This design comes from an exercise in tuning for small area on the open sky130 flow, not from production work.
Function was checked by simulation only, so behaviour that the tests miss may differ from the original.
The clock input has no modelled driver; a real chip could not lean on it and would need a root buffer or a full tree.

==> build 16 <==
## CRC32
module CRC32(rst_n, clk, sof, eof, data_v, data, full, err);
    input rst_n;
    input clk;
    input sof;
    input eof;
    input data_v;
    input [7:0] data;
    output full;
    output err;
    reg [31:0] s;      
    reg        pend;   
    reg        err;
    reg [2:0]  c;      
    wire ld = data_v & ~sof;
    wire st = data_v & sof;
    wire nv = ~data_v;
    wire [7:0] fs;
    assign fs[0] = s[0] ^ s[5] ^ s[6] ^ s[7] ^ s[8] ^ s[22] ^ s[23] ^ s[26] ^ s[28] ^ s[30];
    assign fs[1] = s[4] ^ s[11] ^ s[14] ^ s[16] ^ s[19] ^ s[27] ^ s[28] ^ s[29];
    assign fs[2] = s[0] ^ s[1] ^ s[2] ^ s[10] ^ s[11] ^ s[12] ^ s[14] ^ s[15] ^ s[18] ^ s[20] ^ s[21] ^ s[22] ^ s[23] ^ s[24] ^ s[29] ^ s[30];
    assign fs[3] = s[2] ^ s[3] ^ s[5] ^ s[7] ^ s[14] ^ s[18] ^ s[20] ^ s[21] ^ s[22] ^ s[25] ^ s[26] ^ s[28] ^ s[29] ^ s[30];
    assign fs[4] = s[1] ^ s[2] ^ s[5] ^ s[12] ^ s[20] ^ s[21] ^ s[22] ^ s[24] ^ s[30];
    assign fs[5] = s[3] ^ s[5] ^ s[7] ^ s[8] ^ s[10] ^ s[11] ^ s[16] ^ s[17] ^ s[18] ^ s[22] ^ s[26] ^ s[30];
    assign fs[6] = s[3] ^ s[14] ^ s[15] ^ s[23] ^ s[29] ^ s[31];
    assign fs[7] = s[0] ^ s[1] ^ s[2] ^ s[5] ^ s[8] ^ s[11] ^ s[14] ^ s[16] ^ s[19] ^ s[20] ^ s[21] ^ s[26] ^ s[28] ^ s[29];
    wire [7:0] dd;
    assign dd[0] = data[2] ^ data[3];
    assign dd[1] = data[0];
    assign dd[2] = data[1] ^ data[4] ^ data[5] ^ data[7];
    assign dd[3] = data[0] ^ data[4];
    assign dd[4] = data[2];
    assign dd[5] = data[5] ^ data[7];
    assign dd[6] = data[0] ^ data[1] ^ data[4] ^ data[6] ^ data[7];
    assign dd[7] = data[1] ^ data[3] ^ data[6];
    wire [7:0] hd = dd ^ (sof ? 8'hF8 : (fs ^ 8'h33));
    always @(posedge clk)
        s[7:0] <= ((dd ^ fs ^ 8'h33) & {8{ld}}) | ((dd ^ 8'hF8) & {8{st}}) | (s[7:0] & {8{nv}});
    always @(posedge clk)
        s[31:8] <= (s[23:0] & {24{ld}}) | (24'h040209 & {24{st}}) | (s[31:8] & {24{nv}});
    always @(posedge clk or negedge rst_n)
        if (!rst_n) begin
            pend <= 1'b0;
            err  <= 1'b0;
            c    <= 3'd0;
        end else begin
            pend <= eof;
            err  <= pend & (s != 32'hF8462A70);
            c    <= {c[1], c[2] ^ c[0], ~(c[1] ? c[0] : c[2])};
        end
    assign full = &c;
endmodule
export LEC_CHECK = 0
export CAP_MARGIN = 20
export CORE_MARGIN = 2
export CORE_UTILIZATION = 40
export SLEW_MARGIN = 20
create_clock -name core_clock -period 5.0 [get_ports {clk}]
standard.sh (not shown) runs the stock make flow with config.mk's settings and CLKGATE_MAP_FILE= SYNTH_SCRIPT=/design/flow/synth_recipe.tcl, a recipe that flattens the netlist after the stock synthesis.
==> flow/flow/run.sh <==
#!/bin/bash
# Standard synthesis, then the hand-mapped netlist (flow/net.v, generated by gen/gen3.py) in its
# place when it holds the same flip-flops, then the standard layout with small port buffers and
# clock tree built from clkbuf_4 without dummy loads.
set -uo pipefail
R=orfs/results/${FLOW_PLATFORM}/CRC32/base
bash standard.sh synth > synth.log 2>&1 || exit 1
cp $R/1_2_yosys.v std_1_2_yosys.v
if python3 flow/swap.py $R/1_2_yosys.v flow/net.v > swap.log 2>&1; then
  rm -f $R/1_synth.odb $R/1_synth.sdc
  bash standard.sh synth > synth_odb.log 2>&1 || exit 1
fi
bash standard.sh \
  BUFFER_PORTS_ARGS="-buffer_cell sky130_fd_sc_hd__buf_1" \
  CTS_ARGS="-sink_clustering_enable -sink_clustering_size 20 -sink_clustering_max_diameter 500 -root_buf sky130_fd_sc_hd__clkbuf_4 -buf_list sky130_fd_sc_hd__clkbuf_4 -repair_clock_nets -dont_use_dummy_load" \
  finish > finish.log 2>&1 || exit 1
Other scripts of this flow, unchanged in this note and not shown: flow/flow/net.v, flow/flow/swap.py
==> inputs of trial 25, as changes to build 16 <==
--- a/flow/flow/run.sh
+++ b/flow/flow/run.sh
@@ -3,4 +3,5 @@
 # place when it holds the same flip-flops, then the standard layout with small port buffers and
-# clock tree built from clkbuf_4 without dummy loads.
+# clock buffers placed by flow/pre_cts.tcl in place of the clock tree step.
 set -uo pipefail
+export CLKB_K=4 CLKB_CELL=sky130_fd_sc_hd__clkbuf_4
 R=orfs/results/${FLOW_PLATFORM}/CRC32/base
@@ -13,3 +14,3 @@
 bash standard.sh \
-  BUFFER_PORTS_ARGS="-buffer_cell sky130_fd_sc_hd__buf_1" \
+  PRE_CTS_TCL=$PWD/flow/pre_cts.tcl BUFFER_PORTS_ARGS="-buffer_cell sky130_fd_sc_hd__buf_1" \
   CTS_ARGS="-sink_clustering_enable -sink_clustering_size 20 -sink_clustering_max_diameter 500 -root_buf sky130_fd_sc_hd__clkbuf_4 -buf_list sky130_fd_sc_hd__clkbuf_4 -repair_clock_nets -dont_use_dummy_load" \
==> flow/flow/pre_cts.tcl (new file) <==
# Clock buffering in place of the clock tree step: the flip-flops are split by placement into
# CLKB_K groups (k-means on their positions); each group gets one clock buffer of type
# CLKB_CELL at its centre, driven straight from the clock port.
proc clock_tree_synthesis {args} {
  set K $::env(CLKB_K)
  set cellname $::env(CLKB_CELL)
  set db [ord::get_db]
  set block [ord::get_db_block]
  set clknet [$block findNet clk]
  set sinks {}
  foreach it [$clknet getITerms] {
    set inst [$it getInst]
    set bb [$inst getBBox]
    lappend sinks [list $it [expr {([$bb xMin] + [$bb xMax]) / 2.0}] [expr {([$bb yMin] + [$bb yMax]) / 2.0}]]
  }
  set n [llength $sinks]
  set sorted [lsort -real -index 1 $sinks]
  set cx {}; set cy {}
  for {set k 0} {$k < $K} {incr k} {
    set s [lindex $sorted [expr {int(($k + 0.5) * $n / $K)}]]
    lappend cx [lindex $s 1]; lappend cy [lindex $s 2]
  }
  for {set iter 0} {$iter < 50} {incr iter} {
    set assign {}
    foreach s $sinks {
      set best 0; set bd 1e30
      for {set k 0} {$k < $K} {incr k} {
        set d [expr {abs([lindex $s 1] - [lindex $cx $k]) + abs([lindex $s 2] - [lindex $cy $k])}]
        if {$d < $bd} { set bd $d; set best $k }
      }
      lappend assign $best
    }
    set nx {}; set ny {}
    for {set k 0} {$k < $K} {incr k} {
      set sx 0.0; set sy 0.0; set c 0
      foreach s $sinks a $assign { if {$a == $k} { set sx [expr {$sx + [lindex $s 1]}]; set sy [expr {$sy + [lindex $s 2]}]; incr c } }
      if {$c > 0} { lappend nx [expr {$sx / $c}]; lappend ny [expr {$sy / $c}] } else { lappend nx [lindex $cx $k]; lappend ny [lindex $cy $k] }
    }
    set cx $nx; set cy $ny
  }
  set master [$db findMaster $cellname]
  for {set k 0} {$k < $K} {incr k} {
    set inst [odb::dbInst_create $block $master "clkbuf_k$k"]
    set net [odb::dbNet_create $block "clknet_k$k"]
    $net setSigType CLOCK
    [$inst findITerm A] connect $clknet
    [$inst findITerm X] connect $net
    set c 0
    foreach s $sinks a $assign {
      if {$a == $k} { set it [lindex $s 0]; $it disconnect; $it connect $net; incr c }
    }
    $inst setLocation [expr {int([lindex $cx $k])}] [expr {int([lindex $cy $k])}]
    $inst setPlacementStatus PLACED
    puts "clock buffer $k ($cellname) drives $c flip-flops"
  }
}
==> out/qor.csv <==
metric,value,unit
setup_slack,2.08,ns
p_sw,0.569,mW
h-tree-depth,2,
cts_buffers,5,
drive_gt1_share,3.98,%
status,timing/DRC/antenna clean,
That was build 16.
==> out/qor.csv <==
metric,value,unit
status,timing/DRC/antenna clean,
p_sw,0.555,mW
area_growth,8.36,%
cp.arrival,2.94,ns
tightest_slew,0.755,ns
crit_path_end_kind,register,
vias,1270,
syn_area_per_cell,11.1,um^2
setup_slack,2.09,ns
That was trial 25.
The clock cells of trial 25 come from the design's own scripts or RTL, not from TritonCTS.

-- what the ideal ports hide --
The flow's constraints put no driver on any port. The routed layouts listed below were extracted and timed again, unchanged, in two steps.
Step 1: set_driving_cell puts a clkbuf_16 on clk and a buf_2 on each other input, an assumption about the parent block.
Step 2, shift: input delay + t, output delay - t, t = (earliest + latest rising clock arrival at the registers) / 2. This alone moves slack from input paths to output paths.
a / b / c = ideal ports / drivers / drivers and shift; a / b = the first two.
| run | t (ns) | setup slack, ns | hold WS [ns] | clock arrival spread, ns | pins driven straight from the clock port |
|---|---|---|---|---|---|
| build 16 | 0.341 | 2.083 / 2.083 / 2.083 | 0.438 / 0.438 / 0.438 | 0.025 / 0.026 | 1 |
| trial 25 | 0.198 | 2.090 / 2.090 / 2.090 | 0.435 / 0.435 / 0.435 | 0.039 / 0.039 | 4 |
After both steps setup and hold are still met in every run listed.
